Source: an optimization exercise on an open RTL-to-GDS flow (aim: small area). Production flows keep margins and buffers that such runs may drop.
Function was checked by simulation only, so behaviour that the tests miss may differ from the original.
No driver is modelled on the clock port, so clock power and skew are understated where the tree is cut down; a real chip needs a root buffer or a tree.
Power and IR drop assume default switching activity.

==> module newspaper_vending_machine, before the edit <==
module newspaper_vending_machine(
    input wire clk,              
    input wire reset,            
    input wire coin5,             
    input wire coin10,            
    input wire coin15,            
    output reg newspaper,         
    output reg [4:0] led_amount   
);
    localparam [9:0]  DB_LOAD = 10'h328;
    localparam [9:0]  DB_INV  = 10'h2aa;
    localparam [9:0]  DB_FULL = 10'h3fb;
    localparam [9:0]  DB_LAST = 10'h1ff;
    localparam [14:0] DP_LOAD = 15'h4273;
    localparam [14:0] DP_INV  = 15'h2aaa;
    reg coin5_sync1, coin5_sync2;
    reg coin10_sync1, coin10_sync2;
    reg coin15_sync1, coin15_sync2;
    reg reset_sync1, reset_sync2;
    always @(posedge clk) begin
        coin5_sync1  <= coin5;
        coin5_sync2  <= coin5_sync1;
        coin10_sync1 <= coin10;
        coin10_sync2 <= coin10_sync1;
        coin15_sync1 <= coin15;
        coin15_sync2 <= coin15_sync1;
        reset_sync1  <= reset;
        reset_sync2  <= reset_sync1;
    end
    reg coin5_last, coin10_last, coin15_last;
    reg coin5_prev, coin10_prev, coin15_prev;
    reg [9:0] debounce_counter5, debounce_counter10, debounce_counter15;
    wire [9:0] q5  = debounce_counter5  ^ DB_INV;
    wire [9:0] q10 = debounce_counter10 ^ DB_INV;
    wire [9:0] q15 = debounce_counter15 ^ DB_INV;
    wire coin5_full  = &(q5 | ~DB_FULL);
    wire coin10_full = &(q10 | ~DB_FULL);
    wire coin15_full = &(q15 | ~DB_FULL);
    wire [9:0] q5_next  = {q5[8:0],  ~(q5[9]  ^ q5[2])  | (&(q5 | ~DB_LAST))};
    wire [9:0] q10_next = {q10[8:0], ~(q10[9] ^ q10[2]) | (&(q10 | ~DB_LAST))};
    wire [9:0] q15_next = {q15[8:0], ~(q15[9] ^ q15[2]) | (&(q15 | ~DB_LAST))};
    wire coin5_stable  = coin5_full  ? coin5_last  : coin5_prev;
    wire coin10_stable = coin10_full ? coin10_last : coin10_prev;
    wire coin15_stable = coin15_full ? coin15_last : coin15_prev;
    always @(posedge clk) begin
        if (reset_sync2 || (coin5_sync2 != coin5_last))
            debounce_counter5 <= DB_LOAD ^ DB_INV;
        else
            debounce_counter5 <= q5_next ^ DB_INV;
        if (reset_sync2 || (coin10_sync2 != coin10_last))
            debounce_counter10 <= DB_LOAD ^ DB_INV;
        else
            debounce_counter10 <= q10_next ^ DB_INV;
        if (reset_sync2 || (coin15_sync2 != coin15_last))
            debounce_counter15 <= DB_LOAD ^ DB_INV;
        else
            debounce_counter15 <= q15_next ^ DB_INV;
        if (reset_sync2) begin
            coin5_last  <= 1'b0;
            coin10_last <= 1'b0;
            coin15_last <= 1'b0;
            coin5_prev  <= 1'b0;
            coin10_prev <= 1'b0;
            coin15_prev <= 1'b0;
        end else begin
            coin5_last  <= coin5_sync2;
            coin10_last <= coin10_sync2;
            coin15_last <= coin15_sync2;
            coin5_prev  <= coin5_stable;
            coin10_prev <= coin10_stable;
            coin15_prev <= coin15_stable;
        end
    end
    wire coin5_edge  = coin5_full  & coin5_last  & ~coin5_prev;
    wire coin10_edge = coin10_full & coin10_last & ~coin10_prev;
    wire coin15_edge = coin15_full & coin15_last & ~coin15_prev;
    reg [14:0] display_counter;
    wire [14:0] qd = display_counter ^ DP_INV;
    wire dp_a = &qd[13:1];       
    wire [14:0] qd_next = {qd[13:0], ~(qd[14] ^ qd[7]) | dp_a};
    wire displaying;
    localparam [2:0] A0 = 3'd1;
    localparam [2:0] A0S = 3'd2;
    localparam [2:0] A1 = 3'd0;
    localparam [2:0] A2 = 3'd4;
    localparam [2:0] A3 = 3'd5;
    localparam [2:0] A4 = 3'd7;
    localparam [2:0] A5 = 3'd6;
    localparam [2:0] AX = 3'd3;    
    reg [2:0] state, state_next;
    reg high;    
    wire started = (state == A0S);
    always @(*) begin
        high = 1'b0;
        case (state)
            A0, A0S, AX: state_next = coin5_edge ? A1 : coin10_edge ? A2 : coin15_edge ? A3 : A0;
            A1: state_next = coin5_edge ? A2 : coin10_edge ? A3 : coin15_edge ? A4 : A1;
            A2: state_next = coin5_edge ? A3 : coin10_edge ? A4 : coin15_edge ? A5 : A2;
            default: begin
                high = 1'b1;
                state_next = displaying ? state : A0S;
            end
        endcase
        case (state)
            A0, A0S, AX: led_amount = 5'b00000;
            A1: led_amount = 5'b00001;
            A2: led_amount = 5'b00011;
            A3: led_amount = 5'b00111;
            A4: led_amount = 5'b01111;
            default: led_amount = 5'b11111;
        endcase
    end
    always @(posedge clk) begin
        if (reset_sync2)
            state <= A0;
        else
            state <= state_next;
    end
    assign displaying = ~dp_a | started;
    always @(posedge clk) begin
        if (reset_sync2)
            display_counter <= {15{1'b1}} ^ DP_INV;
        else
            display_counter <= (qd_next & ~(~DP_LOAD & {15{started}})) ^ DP_INV;
    end
    always @(*)
        newspaper = ~(qd[14] & dp_a);
endmodule
export LEC_CHECK = 0
export CAP_MARGIN = 20
export CORE_MARGIN = 2
export CORE_UTILIZATION = 40
export SLEW_MARGIN = 20
create_clock -name core_clock -period 10.0 [get_ports {clk}]
standard.sh (not shown) runs the stock make flow with config.mk's settings and CLKGATE_MAP_FILE= SYNTH_SCRIPT=/design/flow/synth_recipe.tcl, a recipe that flattens the netlist after the stock synthesis.
==> flow/flow/run.sh <==
#!/bin/bash
# Standard ORFS layout, except:
#  - after the standard synthesis, the logic between the registers is mapped
#    again for area (flow/remap.py; registers and their names are kept);
#  - the clock port drives one small inverter that drives a few clock
#    inverters, one per cluster of registers (flow/cts_hook.tcl, run before
#    CTS), instead of TritonCTS's tree;
#  - every input and output port gets the smallest buffer.
# ORFS writes each step's log under orfs/logs; the others go to *.log here.
set -e
# keep every temporary file inside the work folder
mkdir -p tmp
export TMPDIR=$PWD/tmp
export FLOW_CLKROOT=${FLOW_CLKROOT-sky130_fd_sc_hd__clkinv_2}
export FLOW_CLKBUF=${FLOW_CLKBUF:-sky130_fd_sc_hd__clkinv_8}
export FLOW_NCLK=${FLOW_NCLK:-2}
export PRE_CTS_TCL=$PWD/flow/cts_hook.tcl
export BUFFER_PORTS_ARGS="-buffer_cell sky130_fd_sc_hd__buf_1"
R=orfs/results/$FLOW_PLATFORM/newspaper_vending_machine/base
bash standard.sh synth > standard_synth.log 2>&1
cp $R/1_2_yosys.v $R/1_2_yosys_standard.v
python3 flow/remap.py $R/1_2_yosys_standard.v remap_out.v orfs/objects/$FLOW_PLATFORM/newspaper_vending_machine/base/abc.constr > remap.log 2>&1
cp remap_out.v $R/1_2_yosys.v
rm -f $R/1_synth.odb
bash standard.sh > standard.log 2>&1
Other scripts of this flow, unchanged in this note and not shown: flow/flow/cts_hook.tcl, flow/flow/remap.py
Edit:
--- a/flow/design.v
+++ b/flow/design.v
@@ -4,17 +4,17 @@
     input wire coin5,             
     input wire coin10,            
     input wire coin15,            
     output reg newspaper,         
     output reg [4:0] led_amount   
 );
-    localparam [9:0]  DB_LOAD = 10'h328;
+    localparam [9:0]  DB_LOAD = 10'h2f9;
     localparam [9:0]  DB_INV  = 10'h2aa;
-    localparam [9:0]  DB_FULL = 10'h3fb;
-    localparam [9:0]  DB_LAST = 10'h1ff;
-    localparam [14:0] DP_LOAD = 15'h4273;
+    localparam [9:0]  DB_FULL = 10'h3b7;
+    localparam [9:0]  DB_LAST = 10'h1df;
+    localparam [14:0] DP_LOAD = 15'h2ecf;
     localparam [14:0] DP_INV  = 15'h2aaa;
     reg coin5_sync1, coin5_sync2;
     reg coin10_sync1, coin10_sync2;
     reg coin15_sync1, coin15_sync2;
     reg reset_sync1, reset_sync2;
     always @(posedge clk) begin
@@ -33,28 +33,28 @@
     wire [9:0] q5  = debounce_counter5  ^ DB_INV;
     wire [9:0] q10 = debounce_counter10 ^ DB_INV;
     wire [9:0] q15 = debounce_counter15 ^ DB_INV;
     wire coin5_full  = &(q5 | ~DB_FULL);
     wire coin10_full = &(q10 | ~DB_FULL);
     wire coin15_full = &(q15 | ~DB_FULL);
-    wire [9:0] q5_next  = {q5[8:0],  ~(q5[9]  ^ q5[2])  | (&(q5 | ~DB_LAST))};
-    wire [9:0] q10_next = {q10[8:0], ~(q10[9] ^ q10[2]) | (&(q10 | ~DB_LAST))};
-    wire [9:0] q15_next = {q15[8:0], ~(q15[9] ^ q15[2]) | (&(q15 | ~DB_LAST))};
+    wire [9:0] q5_next  = {q5[8:0],  ~(q5[9]  ^ q5[6])  | (&(q5 | ~DB_LAST))};
+    wire [9:0] q10_next = {q10[8:0], ~(q10[9] ^ q10[6]) | (&(q10 | ~DB_LAST))};
+    wire [9:0] q15_next = {q15[8:0], ~(q15[9] ^ q15[6]) | (&(q15 | ~DB_LAST))};
     wire coin5_stable  = coin5_full  ? coin5_last  : coin5_prev;
     wire coin10_stable = coin10_full ? coin10_last : coin10_prev;
     wire coin15_stable = coin15_full ? coin15_last : coin15_prev;
     always @(posedge clk) begin
-        if (reset_sync2 || (coin5_sync2 != coin5_last))
+        if (coin5_sync2 != coin5_last)
             debounce_counter5 <= DB_LOAD ^ DB_INV;
         else
             debounce_counter5 <= q5_next ^ DB_INV;
-        if (reset_sync2 || (coin10_sync2 != coin10_last))
+        if (coin10_sync2 != coin10_last)
             debounce_counter10 <= DB_LOAD ^ DB_INV;
         else
             debounce_counter10 <= q10_next ^ DB_INV;
-        if (reset_sync2 || (coin15_sync2 != coin15_last))
+        if (coin15_sync2 != coin15_last)
             debounce_counter15 <= DB_LOAD ^ DB_INV;
         else
             debounce_counter15 <= q15_next ^ DB_INV;
         if (reset_sync2) begin
             coin5_last  <= 1'b0;
             coin10_last <= 1'b0;
@@ -74,38 +74,37 @@
     wire coin5_edge  = coin5_full  & coin5_last  & ~coin5_prev;
     wire coin10_edge = coin10_full & coin10_last & ~coin10_prev;
     wire coin15_edge = coin15_full & coin15_last & ~coin15_prev;
     reg [14:0] display_counter;
     wire [14:0] qd = display_counter ^ DP_INV;
     wire dp_a = &qd[13:1];       
-    wire [14:0] qd_next = {qd[13:0], ~(qd[14] ^ qd[7]) | dp_a};
+    wire [14:0] qd_next = {qd[13:0], ~(qd[14] ^ qd[13]) | dp_a};
     wire displaying;
     localparam [2:0] A0 = 3'd1;
     localparam [2:0] A0S = 3'd2;
     localparam [2:0] A1 = 3'd0;
     localparam [2:0] A2 = 3'd4;
     localparam [2:0] A3 = 3'd5;
     localparam [2:0] A4 = 3'd7;
     localparam [2:0] A5 = 3'd6;
-    localparam [2:0] AX = 3'd3;    
     reg [2:0] state, state_next;
     reg high;    
     wire started = (state == A0S);
     always @(*) begin
         high = 1'b0;
         case (state)
-            A0, A0S, AX: state_next = coin5_edge ? A1 : coin10_edge ? A2 : coin15_edge ? A3 : A0;
+            A0, A0S, 3'd3: state_next = coin5_edge ? A1 : coin10_edge ? A2 : coin15_edge ? A3 : A0;
             A1: state_next = coin5_edge ? A2 : coin10_edge ? A3 : coin15_edge ? A4 : A1;
             A2: state_next = coin5_edge ? A3 : coin10_edge ? A4 : coin15_edge ? A5 : A2;
             default: begin
                 high = 1'b1;
                 state_next = displaying ? state : A0S;
             end
         endcase
         case (state)
-            A0, A0S, AX: led_amount = 5'b00000;
+            A0, A0S, 3'd3: led_amount = 5'b00000;
             A1: led_amount = 5'b00001;
             A2: led_amount = 5'b00011;
             A3: led_amount = 5'b00111;
             A4: led_amount = 5'b01111;
             default: led_amount = 5'b11111;
         endcase
Cell area went down by 0.57%; flip-flop and latch count is unchanged; synthesized cell count went up by about 0.55%; sequential share of layout area went up by 0.37 points; combinational power went up by 52%; synthesized area went down by 0.62%; die area went down by 0.59%; core utilization went down by 0.26 points.
No run of this note takes its clock network from TritonCTS; it comes from the design's own scripts or RTL.

-- port drivers added, routing unchanged --
The results above use ideal ports. As a check the final layouts listed here were re-extracted and re-timed, cells and wires unchanged. Step 1, drivers: a clkbuf_16 drives clk and a buf_2 each remaining input, both assumed. Step 2 moves the port delays by t, midway between the first and last clock arrival at a register: inputs arrive t later, outputs are due t later. That takes back most of the time a late clock gives input paths. a / b / c = ideal ports / drivers / drivers and shift; a / b = the first two.
| run | t (ns) | setup slack, ns | clock arrival spread, ns | pins driven straight from the clock port |
|---|---|---|---|---|
| the first run | 0.312 | 6.650 / 6.620 / 6.933 | 0.003 / 0.003 | 1 |
| the second run | 0.307 | 6.076 / 6.048 / 6.355 | 0.006 / 0.006 | 1 |
After both steps setup and hold are still met in every run listed.
